What follows belongs to an exercise in optimizing a design on an open flow for small area; a production flow would make more cautious choices. Where RTL was checked, it was by simulation tests only, not by an equivalence proof against the original. No driver is modelled on the clock port, so clock power and skew are understated where the tree is cut down; a real chip needs a root buffer or a tree.

// EECS3216_Project
module EECS3216_Project(input MAX10_CLK1_50, input rst, input KEY1, output reg [9:0] LEDR,
								output reg [6:0] HEX0, HEX1, HEX2, HEX3,
								output reg	rdyLight, speedOneLight, speedTwoLight, speedThreeLight);
localparam [2:0] S_RDY = 3'd0, S_ONE = 3'd1, S_TWO = 3'd2, S_THREE = 3'd3;
localparam [2:0] S_LOSE = 3'd4, S_LOSE_SHOWN = 3'd5, S_WIN = 3'd6, S_WIN_SHOWN = 3'd7;
reg [2:0] st;
reg [7:0] counter;      
reg [3:0] lp;
localparam [3:0] Z9 = 4'd15;
reg [2:0] gs;           
reg toggle, blink;
reg [1:0] p;
reg led4, led5;
wire over = st[2];
wire first = p[1] & p[0] & !st[2] & !st[0];    
wire is_rdy = (st[1:0] == 2'd0);
wire press = !KEY1 && toggle;
wire hit = lp[2] & !lp[1] & !lp[0];        
wire good = press && hit;
wire lp_hi = lp[3];                        
wire at0 = !lp[3] & !lp[2] & !lp[1] & !lp[0];
wire at1 = !lp[3] & !lp[2] & !lp[1] & lp[0];
wire at2 = !lp[2] & lp[1] & !lp[0];
wire at3 = !lp[2] & lp[1] & lp[0];
wire at5 = lp[2] & !lp[1] & lp[0];
wire at6 = lp[2] & lp[1] & !lp[0];
wire at7 = !lp[3] & lp[2] & lp[1] & lp[0];
wire at8 = lp[3] & !lp[0];
wire at9 = lp[3] & !lp[1] & lp[0];
wire [3:0] lp_dn = lp[3] ? {lp[0], !lp[0], !lp[0], !lp[0]}
                         : {at0, lp[2] & (lp[1] | lp[0]), (lp[1] & lp[0]) | hit, !lp[0]};
wire [3:0] lp_up = lp[3] ? {1'b1, !lp[0], !lp[0], 1'b1}
                         : {lp[2] & lp[1] & lp[0], lp[2] ^ (lp[1] & lp[0]), lp[1] ^ lp[0], !lp[0]};
wire [7:0] c = counter;
reg tick;
always @* begin
	case (st[1:0])
		2'd1: tick = c[7] & c[6] & c[2] & c[1];
		2'd3: tick = c[6] | (c[5] & c[4]);
		default: tick = c[7] | (c[6] & c[5] & (c[4] | c[3] | c[2] | c[1]));
	endcase
end
wire blink_v = blink | good;
wire blink_tick = tick && !over && is_rdy && blink_v;
wire sweep_tick = tick && !over && !(is_rdy && blink_v);
wire gs_zero = gs == 3'd0;
reg [2:0] nst;
always @* begin
	nst = st;
	case (st)
  ...
Settings: LEC_CHECK=0, CAP_MARGIN=20, CORE_AREA=3 3 63 63, DIE_AREA=0 0 66 66, SLEW_MARGIN=20; clock period 10.0 ns.
standard.sh (not shown) runs the stock make flow with config.mk's settings and CLKGATE_MAP_FILE= SYNTH_SCRIPT=/design/flow/synth_recipe.tcl, a recipe that flattens the netlist after the stock synthesis.
==> flow/flow/run.sh <==
#!/bin/bash
# Own layout flow: the standard flow, with these changes.
#  1. After the standard synthesis, the combinational logic is re-mapped for area with
#     ABC (flow/resynth.sh, script flow/area.abc, sixteen random tries, smallest kept). Every
#     flip-flop instance is kept as the standard synthesis made it (same names, same cells).
#     The re-mapped netlist is proved equivalent to the standard one (flow/eqcheck.sh),
#     else the standard one is used.
#  2. Ports are buffered with sky130_fd_sc_hd__buf_1 instead of the default buffer.
#  3. The clock tree is built without dummy loads, then (flow/post_cts.tcl) replaced by a
#     single clkbuf_16, fed from the clock port, driving every register.
# Each tool's output goes to its own log file in this folder.
set -euo pipefail
export BUFFER_PORTS_ARGS="-buffer_cell sky130_fd_sc_hd__buf_1"
export CTS_ARGS="-sink_clustering_enable -repair_clock_nets -dont_use_dummy_load -buf_list sky130_fd_sc_hd__clkbuf_8"
export SKIP_REPAIR_TIE_FANOUT=1
export POST_CTS_TCL="$PWD/flow/post_cts.tcl"
YOSYS=yosys
if ! command -v yosys >/dev/null 2>&1; then YOSYS="$FLOW_HOME/../tools/install/yosys/bin/yosys"; fi
export YOSYS
R=orfs/results/${FLOW_PLATFORM:-sky130hd}/EECS3216_Project/base
bash standard.sh synth > synth_make.log 2>&1
cp $R/1_2_yosys.v std_synth.v
# sixteen tries: seeds 1..8 with "amap -m", seeds 1..4 with "amap", seeds 9..12 with
# "amap -m" and a longer search
TRIES="m1 m2 m3 m4 m5 m6 m7 m8 a1 a2 a3 a4 l9 l10 l11 l12"
for wave in "m1 m2 m3 m4" "m5 m6 m7 m8" "a1 a2 a3 a4" "l9 l10 l11 l12"; do
  for t in $wave; do
    s=${t:1}
    T=10; m="amap -m"
    if [[ ${t:0:1} == a ]]; then m="amap"; fi
    if [[ ${t:0:1} == l ]]; then T=30; fi
    sed -e "s/&deepsyn -T 10/\&deepsyn -T $T -S $s/" -e "s/amap/$m/" flow/area.abc > area_$t.abc
    ( bash flow/resynth.sh std_synth.v resynth_$t.v "$PWD/area_$t.abc" > resynth_$t.log 2>&1 &&
      bash flow/eqcheck.sh std_synth.v resynth_$t.v > eqcheck_$t.log 2>&1 ) || true &
  done
  wait
done
best=""; best_area=""
for s in $TRIES; do
  if grep -q EQUIV_OK eqcheck_$s.log 2>/dev/null; then
    a=$(grep "Chip area" resynth_$s.log | tail -1 | awk '{print $NF}')
    if [[ -z "$best" ]] || awk "BEGIN{exit !($a < $best_area)}"; then best=$s; best_area=$a; fi
  fi
done
if [[ -n "$best" ]]; then
  cp resynth_$best.v $R/1_2_yosys.v
  echo "using re-mapped netlist from try $best, area $best_area" > netlist_choice.log
else
  echo "using standard netlist" > netlist_choice.log
fi
touch $R/1_2_yosys.v
bash standard.sh > finish_make.log 2>&1
Other scripts of this flow, unchanged in this note and not shown: flow/flow/area.abc, flow/flow/eqcheck.sh, flow/flow/post_cts.tcl, flow/flow/resynth.sh
==> next run, changes <==
--- a/flow/flow/run.sh
+++ b/flow/flow/run.sh
@@ -13,5 +13,4 @@
 export BUFFER_PORTS_ARGS="-buffer_cell sky130_fd_sc_hd__buf_1"
 export CTS_ARGS="-sink_clustering_enable -repair_clock_nets -dont_use_dummy_load -buf_list sky130_fd_sc_hd__clkbuf_8"
-export SKIP_REPAIR_TIE_FANOUT=1
 export POST_CTS_TCL="$PWD/flow/post_cts.tcl"
 YOSYS=yosys
- The changed run went through all stages and came out clean
- clock skew hardly moves
- non-clock buffer count stays the same
- first-iteration DRC count went up by 100%
- worst setup slack improved by 56 ps
- count of clock-buffer cells in the layout does not change
- area after synthesis is about the same


The RTL this note starts from:
==> flow/design.v <==
module EECS3216_Project(input MAX10_CLK1_50, input rst, input KEY1, output reg [9:0] LEDR,
								output reg [6:0] HEX0, HEX1, HEX2, HEX3,
								output reg	rdyLight, speedOneLight, speedTwoLight, speedThreeLight);
localparam [2:0] S_RDY = 3'd0, S_ONE = 3'd1, S_TWO = 3'd2, S_THREE = 3'd3;
localparam [2:0] S_LOSE = 3'd4, S_LOSE_SHOWN = 3'd5, S_WIN = 3'd6, S_WIN_SHOWN = 3'd7;
reg [2:0] st;
reg [7:0] counter;      
reg [3:0] lp;
localparam [3:0] Z9 = 4'd11;
localparam [3:0] LP0 = 4'd0;
reg [2:0] gs;           
reg toggle, blink;
reg [1:0] p;
reg led4, led5;
wire over = st[2];
wire first = p[1] & p[0] & !st[2] & !st[0];    
wire is_rdy = (st[1:0] == 2'd0);
wire press = !KEY1 && toggle;
wire hit = (lp[0] & !lp[1] & lp[2] & !lp[3]);        
wire good = press && hit;
wire lp_hi = (!lp[2] & lp[3]);    
wire at0 = (!lp[0] & !lp[2] & !lp[3]);
wire at1 = (lp[0] & !lp[1] & !lp[2] & !lp[3]);
wire at2 = (lp[1] & !lp[2] & !lp[3]);
wire at3 = (lp[1] & lp[2]);
wire at5 = (!lp[0] & lp[2] & !lp[3]);
wire at6 = (!lp[0] & lp[2] & lp[3]);
wire at7 = (lp[0] & lp[2] & lp[3]);
wire at8 = (lp[0] & !lp[1] & !lp[2] & lp[3]);
wire at9 = (!lp[0] & !lp[2] & lp[3]);
wire [3:0] lp_dn = {((!lp[0] & !lp[2]) | (lp[0] & lp[3])), ((!lp[1] & lp[2]) | (lp[0] & !lp[1] & lp[3])), ((lp[0] & lp[2] & !lp[3])), ((lp[2] & !lp[3]) | (lp[1]) | (!lp[2] & lp[3]))};
wire [3:0] lp_up = {((!lp[0] & lp[2]) | (lp[3])), ((lp[2] & !lp[3]) | (!lp[0] & lp[2]) | (lp[1])), ((lp[0] & !lp[2])), ((lp[0] & !lp[2]) | (lp[1]) | (!lp[2] & !lp[3]) | (lp[2] & lp[3]))};
wire [7:0] c = counter;
reg tick;
always @* begin
	case (st[1:0])
		2'd1: tick = c[7] & c[6] & c[2] & c[1];
		2'd3: tick = c[6] | (c[5] & c[4]);
		default: tick = c[7] | (c[6] & c[5] & (c[4] | c[3] | c[2] | c[1]));
	endcase
end
wire blink_v = blink | good;
wire blink_tick = tick && !over && is_rdy && blink_v;
wire sweep_tick = tick && !over && !(is_rdy && blink_v);
wire gs_zero = gs == 3'd0;
reg [2:0] nst;
always @* begin
	nst = st;
	case (st)
		S_RDY: if (!blink && (gs[1] | gs[0])) nst = {1'b0, gs[1:0]};
		S_ONE: if (gs_zero) nst = S_LOSE; else if (gs[1]) nst = S_RDY;
		S_TWO: if (gs_zero) nst = S_LOSE; else if (gs[0]) nst = S_RDY;
		S_THREE: if (gs_zero) nst = S_LOSE; else if (gs[2]) nst = S_WIN;
		default: nst = {1'b1, st[1], 1'b1};
	endcase
end
always @(posedge MAX10_CLK1_50) begin
	if (rst) begin
		st <= S_RDY;
		counter <= 0;
		lp <= LP0;
		gs <= 3'd1;
		toggle <= 1;
		blink <= 1;
		led4 <= 0;
		led5 <= 0;
		p <= 2'd3;
	end else begin
		st <= nst;
		counter <= tick ? 8'd0 : counter + 8'd1;
		if (KEY1) toggle <= 1;
		if (press) begin
			toggle <= 0;
			if (!hit) gs <= 3'd0;
			else gs <= {gs[2] | (gs[1] & gs[0]), gs[1] ^ gs[0], !gs[2] & !gs[0]};    
		end
		if (!over) p <= st[1:0];
		if (blink_tick) begin
			lp <= lp_up;
			led5 <= !lp_hi & !led5;
		end else if (sweep_tick) begin
			if (hit) led4 <= 1;
			if (at3) led4 <= 0;
			if (at5) led5 <= 1;
			if (hit) led5 <= 0;
			lp <= lp_dn;
		end else if (good && !over)
			lp <= LP0;
		blink <= blink_v && !(blink_tick && lp_hi);
	end
end
always @* begin
	LEDR[0] = at9;                         
	LEDR[1] = !blink && at0;
	LEDR[2] = !blink && at1;
	LEDR[3] = !blink && at2;
	LEDR[4] = led4;
	LEDR[5] = led5;
	LEDR[6] = !blink && at5;
	LEDR[7] = !blink && at6;
	LEDR[8] = !blink && at7;
	LEDR[9] = !blink && at8;
	rdyLight = p != 2'd0 && !first;
	speedOneLight = p != 2'd1 && !first;
	speedTwoLight = p != 2'd2 && !first;
	speedThreeLight = p != 2'd3;
	HEX3 = 7'b1111111; HEX2 = 7'b1111111; HEX1 = 7'b1111111; HEX0 = 7'b1111111;
	if (st == S_LOSE_SHOWN) begin
		HEX3 = 7'b1000111; HEX2 = 7'b1000000; HEX1 = 7'b0010010; HEX0 = 7'b0000110;
	end else if (st == S_WIN_SHOWN) begin
		HEX2 = 7'b0010001; HEX1 = 7'b0001000; HEX0 = 7'b0010001;
	end
end
endmodule
clock: 10.0 ns
lec_check: 0
cap_margin: 20
core_area: 3 3 63 63
die_area: 0 0 66 66
slew_margin: 20
==> flow/flow/run.sh <==
#!/bin/bash
# Own layout flow: the standard flow, with these changes.
#  1. After the standard synthesis, the combinational logic is re-mapped for area with
#     ABC (flow/resynth.sh, script flow/area.abc, sixteen random tries, smallest kept). Every
#     flip-flop instance is kept as the standard synthesis made it (same names, same cells).
#     The re-mapped netlist is proved equivalent to the standard one (flow/eqcheck.sh),
#     else the standard one is used.
#  2. Ports are buffered with sky130_fd_sc_hd__buf_1 instead of the default buffer.
#  3. The clock tree is built without dummy loads, then (flow/post_cts.tcl) replaced by a
#     single buf_12, fed from the clock port, driving every register.
#  4. The constant outputs share the one tie cell the synthesis makes (no tie fanout repair).
# Each tool's output goes to its own log file in this folder.
set -euo pipefail
export BUFFER_PORTS_ARGS="-buffer_cell sky130_fd_sc_hd__buf_1"
export CTS_ARGS="-sink_clustering_enable -repair_clock_nets -dont_use_dummy_load -buf_list sky130_fd_sc_hd__clkbuf_8"
export SKIP_REPAIR_TIE_FANOUT=1
export POST_CTS_TCL="$PWD/flow/post_cts.tcl"
YOSYS=yosys
if ! command -v yosys >/dev/null 2>&1; then YOSYS="$FLOW_HOME/../tools/install/yosys/bin/yosys"; fi
export YOSYS
R=orfs/results/${FLOW_PLATFORM:-sky130hd}/EECS3216_Project/base
bash standard.sh synth > synth_make.log 2>&1
cp $R/1_2_yosys.v std_synth.v
# sixteen tries: seeds 1..8 with "amap -m", seeds 1..4 with "amap", seeds 9..12 with
# "amap -m" and a longer search
TRIES="m1 m2 m3 m4 m5 m6 m7 m8 a1 a2 a3 a4 l9 l10 l11 l12"
for wave in "m1 m2 m3 m4" "m5 m6 m7 m8" "a1 a2 a3 a4" "l9 l10 l11 l12"; do
  for t in $wave; do
    s=${t:1}
    T=10; m="amap -m"
    if [[ ${t:0:1} == a ]]; then m="amap"; fi
    if [[ ${t:0:1} == l ]]; then T=30; fi
    sed -e "s/&deepsyn -T 10/\&deepsyn -T $T -S $s/" -e "s/amap/$m/" flow/area.abc > area_$t.abc
    ( bash flow/resynth.sh std_synth.v resynth_$t.v "$PWD/area_$t.abc" > resynth_$t.log 2>&1 &&
      bash flow/eqcheck.sh std_synth.v resynth_$t.v > eqcheck_$t.log 2>&1 ) || true &
  done
  wait
done
best=""; best_area=""
for s in $TRIES; do
  if grep -q EQUIV_OK eqcheck_$s.log 2>/dev/null; then
    a=$(grep "Chip area" resynth_$s.log | tail -1 | awk '{print $NF}')
    if [[ -z "$best" ]] || awk "BEGIN{exit !($a < $best_area)}"; then best=$s; best_area=$a; fi
  fi
done
if [[ -n "$best" ]]; then
  cp resynth_$best.v $R/1_2_yosys.v
  echo "using re-mapped netlist from try $best, area $best_area" > netlist_choice.log
else
  echo "using standard netlist" > netlist_choice.log
fi
touch $R/1_2_yosys.v
bash standard.sh > finish_make.log 2>&1
==> flow/flow/post_cts.tcl <==
# After clock tree synthesis: drive every register from a single buf_12 fed straight
# from the clock port, in place of the small tree (a root buffer feeding leaf buffers)
# that clock_tree_synthesis builds for so few registers.
if { ![info exists ::post_cts_buf] } { set ::post_cts_buf sky130_fd_sc_hd__buf_12 }
set port_net [get_nets MAX10_CLK1_50]
set root ""
foreach pin [get_pins -of_objects $port_net] {
  set inst [get_cells -of_objects $pin]
  if { [string match sky130_fd_sc_hd__clkbuf_* [get_property $inst ref_name]] } { set root $inst }
}
proc out_net { inst } {
  return [get_nets -of_objects [get_pins -of_objects $inst -filter "direction == output"]]
}
if { $root != "" } {
  set leaves {}
  set other 0
  foreach load [get_pins -of_objects [out_net $root] -filter "direction == input"] {
    set li [get_cells -of_objects $load]
    if { [string match sky130_fd_sc_hd__clkbuf_* [get_property $li ref_name]] } {
      lappend leaves $li
    } else { set other 1 }
  }
  if { !$other && [llength $leaves] >= 1 } {
    set keep [lindex $leaves 0]
    set keep_net [out_net $keep]
    foreach li [lrange $leaves 1 end] {
      set n [out_net $li]
      foreach sink [get_pins -of_objects $n -filter "direction == input"] {
        disconnect_pin $n $sink
        connect_pin $keep_net $sink
      }
      set in_pin [get_pins -of_objects $li -filter "direction == input"]
      disconnect_pin [out_net $root] $in_pin
      delete_instance $li
      delete_net $n
    }
    # feed the kept buffer from the port and drop the root buffer
    set keep_in [get_pins -of_objects $keep -filter "direction == input"]
    set root_net [out_net $root]
    disconnect_pin $root_net $keep_in
    delete_instance $root
    delete_net $root_net
    connect_pin $port_net $keep_in
    replace_cell $keep $::post_cts_buf
    # move it to the middle of its registers; detailed_placement legalizes it
    set block [ord::get_db_block]
    set dbkeep [$block findInst [get_full_name $keep]]
    set sx 0; set sy 0; set n 0
    foreach it [[$block findNet [get_full_name $keep_net]] getITerms] {
      set ii [$it getInst]
      if { $ii == $dbkeep } { continue }
      set loc [$ii getLocation]
      incr sx [lindex $loc 0]; incr sy [lindex $loc 1]; incr n
    }
    if { $n > 0 } {
      $dbkeep setLocation [expr {$sx / $n}] [expr {$sy / $n}]
      $dbkeep setPlacementStatus PLACED
    }
    puts "post_cts: registers now driven by [get_full_name $keep] ($::post_cts_buf) from the clock port"
  }
}
detailed_placement
check_placement -verbose
Other scripts of this flow, unchanged in this note and not shown: flow/flow/area.abc, flow/flow/eqcheck.sh, flow/flow/resynth.sh
Next try:
==> flow/flow/run.sh (replaced) <==
#!/bin/bash
# Own layout flow: the standard flow, with these changes.
#  1. After the standard synthesis, the combinational logic is re-mapped for area with
#     ABC (flow/resynth.sh, script flow/area.abc, twelve random tries, smallest kept). Every
#     flip-flop instance is kept as the standard synthesis made it (same names, same cells).
#     The re-mapped netlist is proved equivalent to the standard one (flow/eqcheck.sh),
#     else the standard one is used.
#  2. Ports are buffered with sky130_fd_sc_hd__buf_1 instead of the default buffer.
#  3. The clock tree is built without dummy loads, then (flow/post_cts.tcl) replaced by a
#     single clkbuf_16, fed from the clock port, driving every register.
# Each tool's output goes to its own log file in this folder.
set -euo pipefail
export BUFFER_PORTS_ARGS="-buffer_cell sky130_fd_sc_hd__buf_1"
export CTS_ARGS="-sink_clustering_enable -repair_clock_nets -dont_use_dummy_load -buf_list sky130_fd_sc_hd__clkbuf_8"
export POST_CTS_TCL="$PWD/flow/post_cts.tcl"
YOSYS=yosys
if ! command -v yosys >/dev/null 2>&1; then YOSYS="$FLOW_HOME/../tools/install/yosys/bin/yosys"; fi
export YOSYS
R=orfs/results/${FLOW_PLATFORM:-sky130hd}/EECS3216_Project/base
bash standard.sh synth > synth_make.log 2>&1
cp $R/1_2_yosys.v std_synth.v
# twelve tries: seeds 1..8 with "amap -m", seeds 1..4 with "amap"
TRIES="m1 m2 m3 m4 m5 m6 m7 m8 a1 a2 a3 a4"
for wave in "m1 m2 m3 m4" "m5 m6 m7 m8" "a1 a2 a3 a4"; do
  for t in $wave; do
    s=${t:1}
    if [[ ${t:0:1} == m ]]; then m="amap -m"; else m="amap"; fi
    sed -e "s/&deepsyn -T 10/\&deepsyn -T 10 -S $s/" -e "s/amap/$m/" flow/area.abc > area_$t.abc
    ( bash flow/resynth.sh std_synth.v resynth_$t.v "$PWD/area_$t.abc" > resynth_$t.log 2>&1 &&
      bash flow/eqcheck.sh std_synth.v resynth_$t.v > eqcheck_$t.log 2>&1 ) || true &
  done
  wait
done
best=""; best_area=""
for s in $TRIES; do
  if grep -q EQUIV_OK eqcheck_$s.log 2>/dev/null; then
    a=$(grep "Chip area" resynth_$s.log | tail -1 | awk '{print $NF}')
    if [[ -z "$best" ]] || awk "BEGIN{exit !($a < $best_area)}"; then best=$s; best_area=$a; fi
  fi
done
if [[ -n "$best" ]]; then
  cp resynth_$best.v $R/1_2_yosys.v
  echo "using re-mapped netlist from try $best, area $best_area" > netlist_choice.log
else
  echo "using standard netlist" > netlist_choice.log
fi
touch $R/1_2_yosys.v
bash standard.sh > finish_make.log 2>&1
--- a/flow/flow/post_cts.tcl
+++ b/flow/flow/post_cts.tcl
@@ -1,6 +1,6 @@
-# After clock tree synthesis: drive every register from a single buf_12 fed straight
+# After clock tree synthesis: drive every register from a single clkbuf_16 fed straight
 # from the clock port, in place of the small tree (a root buffer feeding leaf buffers)
 # that clock_tree_synthesis builds for so few registers.
-if { ![info exists ::post_cts_buf] } { set ::post_cts_buf sky130_fd_sc_hd__buf_12 }
+if { ![info exists ::post_cts_buf] } { set ::post_cts_buf sky130_fd_sc_hd__clkbuf_16 }
 set port_net [get_nets MAX10_CLK1_50]
 set root ""
Result:
- The changed run completed with no timing, DRC or antenna violations
- maximum frequency shrinks by 4.1%
- wire length grows by 0.64%
- critical path depth does not change
No run of this note included a check of the RTL's function; only the layout flow was run.

==> re-timing with driven ports <==
In the flow no input, the clock included, has a driving cell. The finished layouts below were timed again as built, in two steps.
Step 1: set_driving_cell puts a clkbuf_16 on MAX10_CLK1_50 and a buf_2 on each other input, an assumption about the parent block.
Step 2 moves the port delays by t, midway between the first and last clock arrival at a register: inputs arrive t later, outputs are due t later. That takes back most of the time a late clock gives input paths.
Three values: no drivers, after step 1, after step 2; two values: the first two.
run	t (ns)	setup WS [ns]	hold WS [ns]	worst register clock-pin slew, ns
the first run of note 1	0.182	6.547 / 6.516 / 6.572	0.440 / 0.440 / 0.440	0.09 / 0.09
the second run of note 1	0.184	6.603 / 6.612 / 6.428	0.440 / 0.440 / 0.440	0.09 / 0.09
the first run of note 2	0.158	6.632 / 6.603 / 6.546	0.445 / 0.445 / 0.445	0.10 / 0.10
the second run of note 2	0.180	6.489 / 6.462 / 6.488	0.443 / 0.443 / 0.443	0.09 / 0.09
After both steps setup and hold are still met in every run listed. For the second run of note 1, which loses most, drivers alone change the setup slack by +0.009 ns; drivers and shift together by -0.175 ns.
